This is an optimization exercise on Yosys and OpenROAD, whose aim is small area, not a production implementation.
The RTL was checked by simulation tests, not by an equivalence proof against the original design.
No activity file was given, so power comes from the tool's default toggle rates.

==> v16: inputs <==
Design LCD, start of the top module:
module LCD(input clk,input rst,output reg LCD_E,
output reg LCD_RS,
output reg LCD_RW,
output reg SF_D11,
output reg SF_D10,
output reg SF_D9,
output reg SF_D8);
Settings: LEC_CHECK=0, CAP_MARGIN=20, CORE_MARGIN=2, CORE_UTILIZATION=40, SLEW_MARGIN=20; clock period 20.0 ns.
standard.sh (not shown) runs the stock make flow with config.mk's settings and CLKGATE_MAP_FILE= SYNTH_SCRIPT=/design/flow/synth_recipe.tcl, a recipe that flattens the netlist after the stock synthesis.
==> flow/flow/run.sh <==
#!/bin/bash
# Own layout flow: the standard ORFS flow (standard.sh, unchanged synthesis, floorplan,
# power grid and tap cells), with two changes made through ORFS's own variables:
#  - port buffers use the smallest buffer cell (buf_1) instead of the resizer's default pick;
#  - clock tree synthesis uses clkbuf_4 buffers and inserts no dummy loads.
# Every tool's full output stays in orfs/logs; make's own output goes to standard.log here.
set -euo pipefail
export BUFFER_PORTS_ARGS="-buffer_cell sky130_fd_sc_hd__buf_1"
export CTS_ARGS="-sink_clustering_enable -repair_clock_nets -dont_use_dummy_load -buf_list sky130_fd_sc_hd__clkbuf_4"
bash standard.sh finish > standard.log 2>&1
==> v38: changes against v16 <==
==> flow/run.sh (new file) <==
#!/bin/bash
# synth_recipe.tcl (not shown) runs the flow's synth.tcl, then flattens the netlist and writes it again
# the make line also repeats each setting of config.mk as NAME=value (left out here)
make -C /OpenROAD-flow-scripts/flow DESIGN_CONFIG=/design/flow/config.mk WORK_HOME=/design/flow/orfs CLKGATE_MAP_FILE= SYNTH_SCRIPT=/design/flow/synth_recipe.tcl finish
removed: flow/flow/run.sh
removed: flow/standard.sh
==> summary.txt <==
Global-route usage is about the same in v38 and v16.
Via count: v38 is higher than v16 (about 1.3%).
Between v16 and v38, the lower routed wire length is in v38 (gap 0.76%, measured against v38).
In area after synthesis, v16 and v38 do not differ.
Against v38, the register-to-register slack of v16 is better by 0.07 ns.
Against v38, the critical path depth of v16 is higher by 1.
Against v38, the count of clock-buffer cells in the layout of v16 is lower by 1.
Of v16 and v38, v38 has the higher final area (gap 5.1%, measured against v38).
Between v16 and v38, the lower maximum frequency is in v38 (gap about 17%, measured against v38).
Of v16 and v38, v16 has the higher non-clock buffer count (gap 1).
==> figures <==
| quantity | v16 | v38 |
|---|---|---|
| Outcome | timing/DRC/antenna clean | timing/DRC/antenna clean |
| Buffer type at the clock tree root | clkbuf_4 | clkbuf_8 |
| Ratio of final minimum period to clock period | 25.5% | 29.7% |
| Routed len/inst | 18.2 um | 18.1 um |
| Maximum cell stage delay along the critical path | 0.49 ns | 0.84 ns |
| Final critical path time including I/O delays and setup | 5.10 ns | 5.94 ns |
| Met3 Use GR | 3.65% | 3.18% |
| Global Route met1 Usage | 27.7% | 27.8% |
| First-pass GRT wire length | 9290 um | 9260 um |
| Power after layout | 0.113 mW | 0.144 mW |
| Worst setup margin | 14.90 ns | 14.06 ns |
| Final routed wirelength across all metal layers | 5570 um | 5520 um |
| Layout cell share with drive strength beyond 1 | 14.5% | 14.8% |
| Post-route worst hold slack | 0.479 ns | 0.469 ns |
| Net count of the finished layout | 247 | 246 |
| Total number of cells along the worst setup path | 6 | 5 |
| Met2 wire length | 2530 um | 2570 um |
| Clock-pin slew on the worst setup and hold paths | 0.09 ns | 0.07 ns |
| Data required time at the worst endpoint | 20.26 ns | 20.22 ns |
| CP Data Arrival Time | 5.36 ns | 6.16 ns |
| Cell Area, Placed | 2140 sq um | 2180 sq um |

* * *

==> v23 <==
==> flow/design.v <==
module LCD(input clk,input rst,output reg LCD_E,
output reg LCD_RS,
output reg LCD_RW,
output reg SF_D11,
output reg SF_D10,
output reg SF_D9,
output reg SF_D8);
reg [19:0] t;
reg [6:0] k;
wire last = k[6] & k[2];             
wire k12 = (k == 7'd12);
wire k58 = (k == 7'd58);
wire c61 = k[0] & (k[6:2] != 5'd0);    
wire clong = ~k[0] & (k[6:4] != 3'd0);  
wire cshort = (~k[0] & (k[6:4] == 3'd0) & (k[3:2] != 2'd0) & ~k12) | (k == 7'd3);
wire fire =
  (c61 & (~t[6]&t[8]&t[12]&t[19])) |
  (cshort & (t[0]&~t[1]&~t[2]&~t[6]&~t[10]&~t[14]&~t[17]&t[18]&~t[19])) |
  ((clong & ~k58) & (t[0]&t[1]&~t[2]&t[3]&~t[4]&~t[5]&~t[6]&~t[7]&t[8]&~t[9]&t[10]&t[11]&~t[12]&t[13]&t[15]&~t[16]&t[17]&~t[18]&t[19])) |
  (k58 & (t[0]&t[1]&t[2]&~t[3]&~t[4]&t[5]&t[6]&~t[7]&t[8]&~t[9]&~t[10]&t[11]&~t[13]&t[14]&~t[15]&~t[16]&t[17]&~t[18]&t[19])) |
  (k12 & (~t[2]&~t[3]&t[4]&~t[6]&t[7]&t[9]&t[11]&t[12]&~t[13]&t[14]&t[15]&t[16]&t[18]&t[19])) |
  ((k == 7'd0) & (~t[0]&~t[1]&~t[2]&~t[3]&t[4]&t[5]&~t[6]&t[8]&~t[9]&~t[10]&t[12]&t[13]&t[14]&~t[15]&t[16]&~t[17]&~t[18]&t[19])) |
  ((k == 7'd1) & (~t[0]&t[1]&~t[3]&~t[4]&t[5]&~t[7]&~t[8]&t[10]&t[12]&~t[13]&t[15]&~t[16]&~t[17]&~t[18]&t[19])) |
  ((k == 7'd2) & (t[0]&~t[2]&t[6]&t[7]&t[10]&t[13]&~t[14]&t[15]&~t[16]&~t[17]));
wire endE = (t[9]&~t[14]);
reg [4:0] rom;   
always @(*) begin
  case (k)
    7'd0: rom = 5'b00011;
    7'd1: rom = 5'b00011;
    7'd2: rom = 5'b00011;
    7'd3: rom = 5'b00010;
    7'd4: rom = 5'b00010;
    7'd5: rom = 5'b01000;
    7'd6: rom = 5'b00000;
    7'd7: rom = 5'b00100;
    7'd8: rom = 5'b00000;
    7'd9: rom = 5'b01100;
    7'd10: rom = 5'b00000;
    7'd11: rom = 5'b00001;
    7'd12: rom = 5'b10011;
    7'd13: rom = 5'b10000;
    7'd14: rom = 5'b01000;
    7'd15: rom = 5'b00001;
    7'd16: rom = 5'b10011;
    7'd17: rom = 5'b10010;
    7'd18: rom = 5'b01000;
    7'd19: rom = 5'b00010;
    7'd20: rom = 5'b10011;
    7'd21: rom = 5'b10001;
    7'd22: rom = 5'b01000;
    7'd23: rom = 5'b00011;
    7'd24: rom = 5'b10011;
    7'd25: rom = 5'b10001;
    7'd26: rom = 5'b01000;
    7'd27: rom = 5'b00100;
    7'd28: rom = 5'b10011;
    7'd29: rom = 5'b10010;
    7'd30: rom = 5'b01000;
    7'd31: rom = 5'b00101;
    7'd32: rom = 5'b10011;
    7'd33: rom = 5'b10110;
    7'd34: rom = 5'b01000;
    7'd35: rom = 5'b00110;
    7'd36: rom = 5'b10011;
    7'd37: rom = 5'b10001;
    7'd38: rom = 5'b01100;
    7'd39: rom = 5'b00000;
    7'd40: rom = 5'b10011;
    7'd41: rom = 5'b10000;
    7'd42: rom = 5'b01100;
    7'd43: rom = 5'b00001;
    7'd44: rom = 5'b10011;
    7'd45: rom = 5'b10010;
    7'd46: rom = 5'b01100;
    7'd47: rom = 5'b00010;
    7'd48: rom = 5'b10011;
    7'd49: rom = 5'b10001;
    7'd50: rom = 5'b01100;
    7'd51: rom = 5'b00011;
    7'd52: rom = 5'b10011;
    7'd53: rom = 5'b10001;
    7'd54: rom = 5'b01100;
    7'd55: rom = 5'b00100;
    7'd56: rom = 5'b10011;
    7'd57: rom = 5'b10010;
    7'd58: rom = 5'b01100;
    7'd59: rom = 5'b00101;
    7'd60: rom = 5'b10011;
    7'd61: rom = 5'b10110;
    7'd62: rom = 5'b01100;
    7'd63: rom = 5'b00110;
    7'd64: rom = 5'b10011;
    7'd65: rom = 5'b10001;
    7'd66: rom = 5'b01000;
    7'd67: rom = 5'b00000;
    7'd68: rom = 5'b01000;
    default: rom = 5'b00000;
  endcase
end
always @(posedge clk) begin
  if (rst) begin
    t <= 20'd619554;
    k <= 7'd0;
  end else if (fire) begin
    t <= 20'd290081;
    k <= last ? 7'd0 : k + 7'd1;
  end else
    t <= {t[18:0], t[19] ^ t[16]};
end
always @(posedge clk) begin
  if (rst) begin
    LCD_E <= 1'b0;
    LCD_RW <= 1'b0;
    {LCD_RS,SF_D11,SF_D10,SF_D9,SF_D8} <= 5'b0;
  end else if (fire) begin
    LCD_E <= 1'b1;
    {LCD_RS,SF_D11,SF_D10,SF_D9,SF_D8} <= rom;
    if (last) LCD_RW <= 1'b1;
    else if (k[6:2] != 5'd0) LCD_RW <= 1'b0;
  end else if (endE)
    LCD_E <= 1'b0;
end
endmodule
==> flow/run.sh <==
#!/bin/bash
# synth_recipe.tcl (not shown) runs the flow's synth.tcl, then flattens the netlist and writes it again
# the make line also repeats each setting of config.mk as NAME=value (left out here)
make -C /OpenROAD-flow-scripts/flow DESIGN_CONFIG=/design/flow/config.mk WORK_HOME=/design/flow/orfs CLKGATE_MAP_FILE= SYNTH_SCRIPT=/design/flow/synth_recipe.tcl finish
==> flow/config.mk <==
export PLATFORM = sky130hd
export DESIGN_NAME = LCD
export DESIGN_NICKNAME = LCD
export VERILOG_FILES = /design/flow/design.v
export SDC_FILE = /design/flow/constraint.sdc
export NUM_CORES = 4
export LEC_CHECK = 0
export CAP_MARGIN = 20
export CORE_MARGIN = 2
export CORE_UTILIZATION = 40
export CTS_BUF_LIST = sky130_fd_sc_hd__clkbuf_16
export SLEW_MARGIN = 20
==> flow/constraint.sdc <==
create_clock -name core_clock -period 20.0 [get_ports {clk}]
set_input_delay 4.0000 -clock core_clock [delete_from_list [all_inputs] [get_ports {clk}]]
set_output_delay 4.0000 -clock core_clock [all_outputs]
set_load 0.01 [all_outputs]
==> v18 (differences from v23) <==
==> flow/flow/run.sh (new file) <==
#!/bin/bash
# Own layout flow: the standard ORFS flow (standard.sh, unchanged synthesis, floorplan,
# power grid and tap cells), with two changes made through ORFS's own variables:
#  - port buffers use the smallest buffer cell (buf_1) instead of the resizer's default pick;
#  - clock tree synthesis uses clkbuf_4 buffers and inserts no dummy loads.
# Every tool's full output stays in orfs/logs; make's own output goes to standard.log here.
set -euo pipefail
export BUFFER_PORTS_ARGS="-buffer_cell sky130_fd_sc_hd__buf_1"
export CTS_ARGS="-repair_clock_nets -dont_use_dummy_load -buf_list sky130_fd_sc_hd__clkbuf_8 -root_buf sky130_fd_sc_hd__clkbuf_8 -sink_buffer_max_cap_derate 1.0"
bash standard.sh finish > standard.log 2>&1
==> flow/standard.sh (new file) <==
#!/bin/bash
# synth_recipe.tcl (not shown) runs the flow's synth.tcl, then flattens the netlist and writes it again
# the make line also repeats each setting of config.mk as NAME=value (left out here)
make -C /OpenROAD-flow-scripts/flow DESIGN_CONFIG=/design/flow/config.mk WORK_HOME=/design/flow/orfs CLKGATE_MAP_FILE= SYNTH_SCRIPT=/design/flow/synth_recipe.tcl "${@:-finish}"
Settings changed: CTS_BUF_LIST sky130_fd_sc_hd__clkbuf_16 to not set.
removed: flow/run.sh
==> v4 (differences from v23) <==
Settings changed: CTS_BUF_LIST sky130_fd_sc_hd__clkbuf_16 to sky130_fd_sc_hd__clkbuf_4, CTS_CLUSTER_DIAMETER set to 200, CTS_CLUSTER_SIZE set to 50.
==> flow_summary.yaml <==
power:
  leakage_nw: 0.824
  vdd.ir_drop.worst_v: 0.0000540
  comb_power_uw: 5.94
drt:
  wl_per_cell_um: 18.4
final_layout:
  nNetsFinal: 246
  final_area_um2: 2340
  fin_cells: 306
global_route:
  grt_pass1_wl_um: 9360
  use_met1_pct: 28.0
status:
  status: "timing/DRC/antenna clean"
# the run above: v23

==> flow_summary.yaml <==
status:
  status: "timing/DRC/antenna clean"
power:
  comb_power_uw: 5.95
  leakage_nw: 0.786
  vdd.ir_drop.worst_v: 0.0000446
global_route:
  use_met1_pct: 27.8
  grt_pass1_wl_um: 9250
final_layout:
  fin_cells: 306
drt:
  wl_per_cell_um: 18.2
# the run above: v4

==> flow_summary.yaml <==
power:
  comb_power_uw: 6.00
  vdd.ir_drop.worst_v: 0.0000463
  leakage_nw: 0.769
global_route:
  grt_pass1_wl_um: 9320
  use_met1_pct: 27.6
final_layout:
  final_area_um2: 2210
  nNetsFinal: 247
  fin_cells: 305
place:
  placed_area_um2: 2140
die:
  tap_cells: 70
setup_path:
  crit_slowest_cell: "inv_1"
  crit_family: "buffers and inverters"
status:
  status: "timing/DRC/antenna clean"
sta:
  slew_headroom_pct: 42.2
# the run above: v18

==> what the ideal ports hide <==
In the flow no input, the clock included, has a driving cell. The finished layouts below were timed again as built, in two steps.
Step 1 sets driving cells, clkbuf_16 on the clock port and buf_2 on the other inputs (assumed; they add their load-dependent delay and slew).
Step 2 moves the port delays by t, midway between the first and last clock arrival at a register: inputs arrive t later, outputs are due t later. That takes back most of the time a late clock gives input paths.
Slacks: ideal ports / drivers / drivers and shift; pairs: ideal ports / drivers.
| run | t (ns) | setup WS [ns] | slew at the worst register clock pin (ns) | worst slew at a driven data input, ns | pins driven straight from the clock port |
|---|---|---|---|---|---|
| v16 | 0.363 | 14.905 / 14.908 / 14.544 | 0.12 / 0.12 | 0.03 | 1 |
| v38 | 0.313 | 14.057 / 14.058 / 13.745 | 0.07 / 0.07 | 0.03 | 1 |
| v23 | 0.311 | 14.033 / 14.039 / 13.728 | 0.05 / 0.05 | 0.03 | 1 |
| v18 | 0.313 | 14.845 / 14.850 / 14.537 | 0.07 / 0.07 | 0.03 | 1 |
| v4 | 0.367 | 14.113 / 14.108 / 13.741 | 0.11 / 0.11 | 0.03 | 1 |
After both steps setup and hold are still met in every run listed. For v4, which loses most, drivers alone change the setup slack by -0.005 ns; drivers and shift together by -0.372 ns.
